From an optimization exercise on the open Yosys and OpenROAD flow, aimed at small area, a short achievable clock period and few clock cycles per item; shortcuts taken in it are not production practice.
For this run, only the layout was checked, not whether the RTL still works.
No activity file was given, so power comes from the tool's default toggle rates.

===== design/flow/design.v =====
`timescale 1ns / 1ps
module convert_to_10 (
    input wire clk,
    input wire rst,
    input wire start,
    input wire [399:0] binary,
    output reg [3:0] decimal,   
    output reg valid,           
    output reg done
);
    reg [399:0] shift_reg;
    reg [7:0] count;   
    reg active;
    always @(posedge clk) begin
        if (rst) begin
            shift_reg <= 0;
            decimal <= 0;
            count <= 0;
            done <= 0;
            valid <= 0;
            active <= 0;
        end else if (start) begin
            shift_reg <= binary;
            decimal <= 0;
            count <= 0;
            done <= 0;
            valid <= 0;
            active <= 1;
        end else if (active) begin
            if (count < 150) begin
                decimal <= shift_reg[395:392];
                shift_reg[399:392] = 8'h00;
                shift_reg <= (shift_reg << 3) + (shift_reg << 1);
                count <= count + 1;
                valid <= 1;   
                done <= 0;    
            end else begin
                valid <= 0;   
                done <= 1;
                active <= 0;
            end
        end else begin
            valid <= 0;   
            done <= 0;
        end
    end
endmodule

===== design/flow/run.sh =====
#!/bin/bash
# synth_recipe.tcl (not shown) runs the flow's synth.tcl, then flattens the netlist and writes it again
# the make line also repeats each setting of config.mk as NAME=value (left out here)
make -C /OpenROAD-flow-scripts/flow DESIGN_CONFIG=/design/flow/config.mk WORK_HOME=/design/flow/orfs CLKGATE_MAP_FILE= SYNTH_SCRIPT=/design/flow/synth_recipe.tcl finish

===== design/flow/config.mk =====
export PLATFORM = sky130hd
export DESIGN_NAME = convert_to_10
export DESIGN_NICKNAME = convert_to_10
export VERILOG_FILES = /design/flow/design.v
export SDC_FILE = /design/flow/constraint.sdc
export NUM_CORES = 4
export LEC_CHECK = 0
export CAP_MARGIN = 20
export CORE_MARGIN = 2
export CORE_UTILIZATION = 40
export SLEW_MARGIN = 20

===== design/flow/constraint.sdc =====
create_clock -name core_clock -period 10.0 [get_ports {clk}]
set_input_delay 2.0000 -clock core_clock [delete_from_list [all_inputs] [get_ports {clk}]]
set_output_delay 2.0000 -clock core_clock [all_outputs]
set_load 0.01 [all_outputs]

==> flow_summary.toml <==
[outcome]
outcome = "finished clean"

[min_path]
holdCritPathClass = "reg -> reg"
min_from = "decimal[1]"

[floorplanning]
die_area_mm2 = 0.1290
start_util_pct = 40.24
core_area_mm2 = 0.1254
ios = 409
num_rows = 130
die_h_um = 359.2
die_x_um = 359.2

[sta]
fin_setup_tns_ps = 0
slew_headroom_pct = 17.25
period_share_pct = 62.44
grt_setup_unrepaired = "no"
finClkSkew_ps = 37.95
max_freq_mhz = 160.2
maxSlewViolCount = 0
hold_viol_final = 0
worstMarginPinSlew_ps = 1230
min_period_ps = 6244
setup_violations = 0
fin_worst_hold_slack_ps = 459.6

[synth]
syn-num-nets = 8498
ys_seq_area_share_pct = 16.30
synth_most_common_cell = "a21oi_1"
ys_warn_count = 1
synth_flop_cell = "dfxtp_1"
synth-edff-count = 0
synth.cell_area_mm2 = 0.05047
synth_cells = 7703
synth.distinct_cells = 107
synthTopCellsByCount = "1260 x a21oi_1, 1114 x nand2_1, 830 x nor2_1, 696 x o21ai_0, 411 x dfxtp_1"
synth_area_per_cell_um2 = 6.551
synth_top_area_share_pct = 16.30
async_reset_ff_share_pct = 0
synth-seq-cells = 411
post-synth-top-area-cell = "dfxtp_1"
yosys-top-cells-area = "dfxtp_1 16%, a21oi_1 12%, ha_1 9.7%"

[detailed_routing]
drtPass1Iterations = 6
vias_per_cell = 6.396
wl_um = 258200
wl_per_cell_um = 27.40
via_count = 60292
drcViolationCount = 0
drtAntennaViolNets = 0
drt-initial-drc-count = 6689

[clocking]
cts_made_buffers = 54
post_cts_buffers = 0
cts_resized = 0
insertion_delay_ps = 710
cts.sinks = 411
cts-root-buf = "clkbuf_16"
cts_tree = "yes"
clk_path_buf_depth = 3
cts_hold_buf = 0
clk_pin_slew_ps = 60
htree_levels = 2

[final_layout]
largest_reg_flops = 396
drive_above_1_share_pct = 3.373
nets = 8522
area_growth_pct = 12.79

[global_route]
grt_pass1_vias = 56149
grt_overflow_total = 0
grt_max_degree = 184
antenna_found_initial = 16
track_usage_pct = 37.96
grt_first_pass_wirelength_um = 373500

[critical_path]
path_max_fanout = 8
timing.critical_path.mode_cell = "a21oi_1"
cp.arrival_ps = 6790
crit_required_ps = 10540
startpoint_type = "register"
critPathCaptureType = "register"
crit_chain = "ha_1, a21o_1, a21oi_1, nor4_1, a21oi_1, o41ai_2, nand4_1, a21oi_1, a21oi_1, buf_4, o41ai_4, a41oi_1, o21ai_1, xor2_1, a221oi_1, nor2_1"
slowest_delay_ps = 760
critPathTopFamily = "compound AO/OA/AOI/OAI gates"
crit_slowest_cell = "o41ai_4"
path_class = "reg -> reg"
critPathLaunch = "shift_reg[11]"
cp_num_buf_inv = 1
crit-reg2reg-launch = "shift_reg[11]"

[power_and_ir_drop]
switching_share_pct = 40.41
p_clk_share_pct = 32.5
internal_power_uw = 3819
p_switching_uw = 2590
irDropWorstVdd_uv = 179.0
p_leak_uw = 0.02154
pwr_density_cell_mw_per_mm2 = 112.6
pwr-share-comb_pct = 37.8
pwr-share-seq_pct = 29.7

[run]
drv_cap = 0

[placed_design]
gp_congestion = 1.063
io_buffers = 404
dpl.hpwl_um = 213200
==> worst reg2reg max path, cell delays in order (launching register included) <==
cell      delay (ps)
dfxtp_1          340
ha_1             430
a21o_1           170
a21oi_1           60
nor4_1           460
a21oi_1          270
o41ai_2          710
nand4_1          480
a21oi_1          430
a21oi_1          110
buf_4            200
o41ai_4          770
a41oi_1          640
o21ai_1          580
xor2_1           130
a221oi_1         280
nor2_1            60
==> power groups by stage <==
stage / clock, uW / combinational [uW] / sequential (uW)
floorplan: 0 / 1590 / 1880
global placement: 0 / 2350 / 1930
detailed placement: 0 / 2360 / 1940
CTS: 2110 / 2370 / 1900
global route: 2160 / 2620 / 1920
finish: 2080 / 2430 / 1900
==> routing by layer <==
layer | vias to the layer above | global-route usage (%) | share of wire (%)
met5 | - | 0 | 0.021
met4 | 10 | 14.51 | 4.3
met3 | 426 | 6.507 | 8.6
met2 | 2618 | 57.91 | 42
met1 | 28824 | 53.02 | 45
li1 | 28414 | - | -
==> layout by cell type (no fill, tap or decap), types with 125 or more instances in the layout <==
| master | synthesis | routed |
|---|---|---|
| a21oi_1 | 1260 | 1260 |
| nand2_1 | 1114 | 1113 |
| nor2_1 | 830 | 826 |
| o21ai_0 | 696 | 696 |
| dfxtp_1 | 411 | 411 |
| clkdlybuf4s50_1 | 0 | 402 |
| ha_1 | 391 | 391 |
| nand4_1 | 275 | 275 |
| xnor2_1 | 226 | 226 |
| a21o_1 | 196 | 196 |
| nor3_1 | 165 | 165 |
| o21bai_1 | 147 | 147 |
| xor2_1 | 137 | 137 |
| inv_1 | 126 | 125 |
==> path summary, 6_finish.rpt <==
path,cells after the start,slack [ps],to
worst max register to register,16,3760,shift_reg[355]
worst min-delay path,2,460,decimal[1]
worst max-delay path,16,3760,shift_reg[355]
worst min register to register,2,460,decimal[1]
==> area by class of cell <==
class | instances | area, um^2
Fill cell | 13332 | 68490
Clock buffer | 72 | 1519
Sequential cell | 411 | 8228
Multi-Input combinational cell | 6678 | 39850
Inverter | 128 | 490.5
Tap cell | 1650 | 2064
Clock inverter | 25 | 301.5
Timing Repair Buffer | 454 | 4449
Antenna cell | 8 | 20.02
==> cells by family after synthesis <==
| kind of cell | share of synthesized area [%] |
|---|---|
| compound gates | 37.00 |
| xor+xnor | 6.300 |
| fa+ha+maj | 9.734 |
| buf+inv | 4.810 |
| flops | 16.30 |
| mux | 0.2405 |
| simple gates | 25.61 |
==> stage by stage <==
stage                     util (%)  instance area, um^2  cells  setup WS, ps  total power, uW
after floorplan                  -                50470   7703          6046             3469
after global placement       43.90                55060   9319          4099             4284
after detailed placement     43.91                55060   9320          4098             4292
after CTS                    45.36                56880   9417          4069             6382
after global routing         45.37                56900   9418          3629             6698
final                        45.39                56920   9426          3756             6409

## re-timing with driven ports
No port has a modelled driver above. Below, the same layout with a new extraction and two added sets of constraints.
Step 1, drivers: a clkbuf_16 drives clk and a buf_2 each remaining input, both assumed.
Step 2 times the ports against the registers' clock, not the clock port: input delays grow and output delays shrink by t, the midpoint of the rising clock arrivals with the driver on.
Slacks: no drivers / after step 1 / after step 2; pairs: no drivers / after step 1.
t (ns): 0.771
setup WS [ns]: 3.756 / 3.756 / 3.756
worst setup path at the end: register to register
After both steps this run still meets setup and hold. The setup slack of this run moves by 0.000 ns with the drivers and by 0.000 ns with both steps.
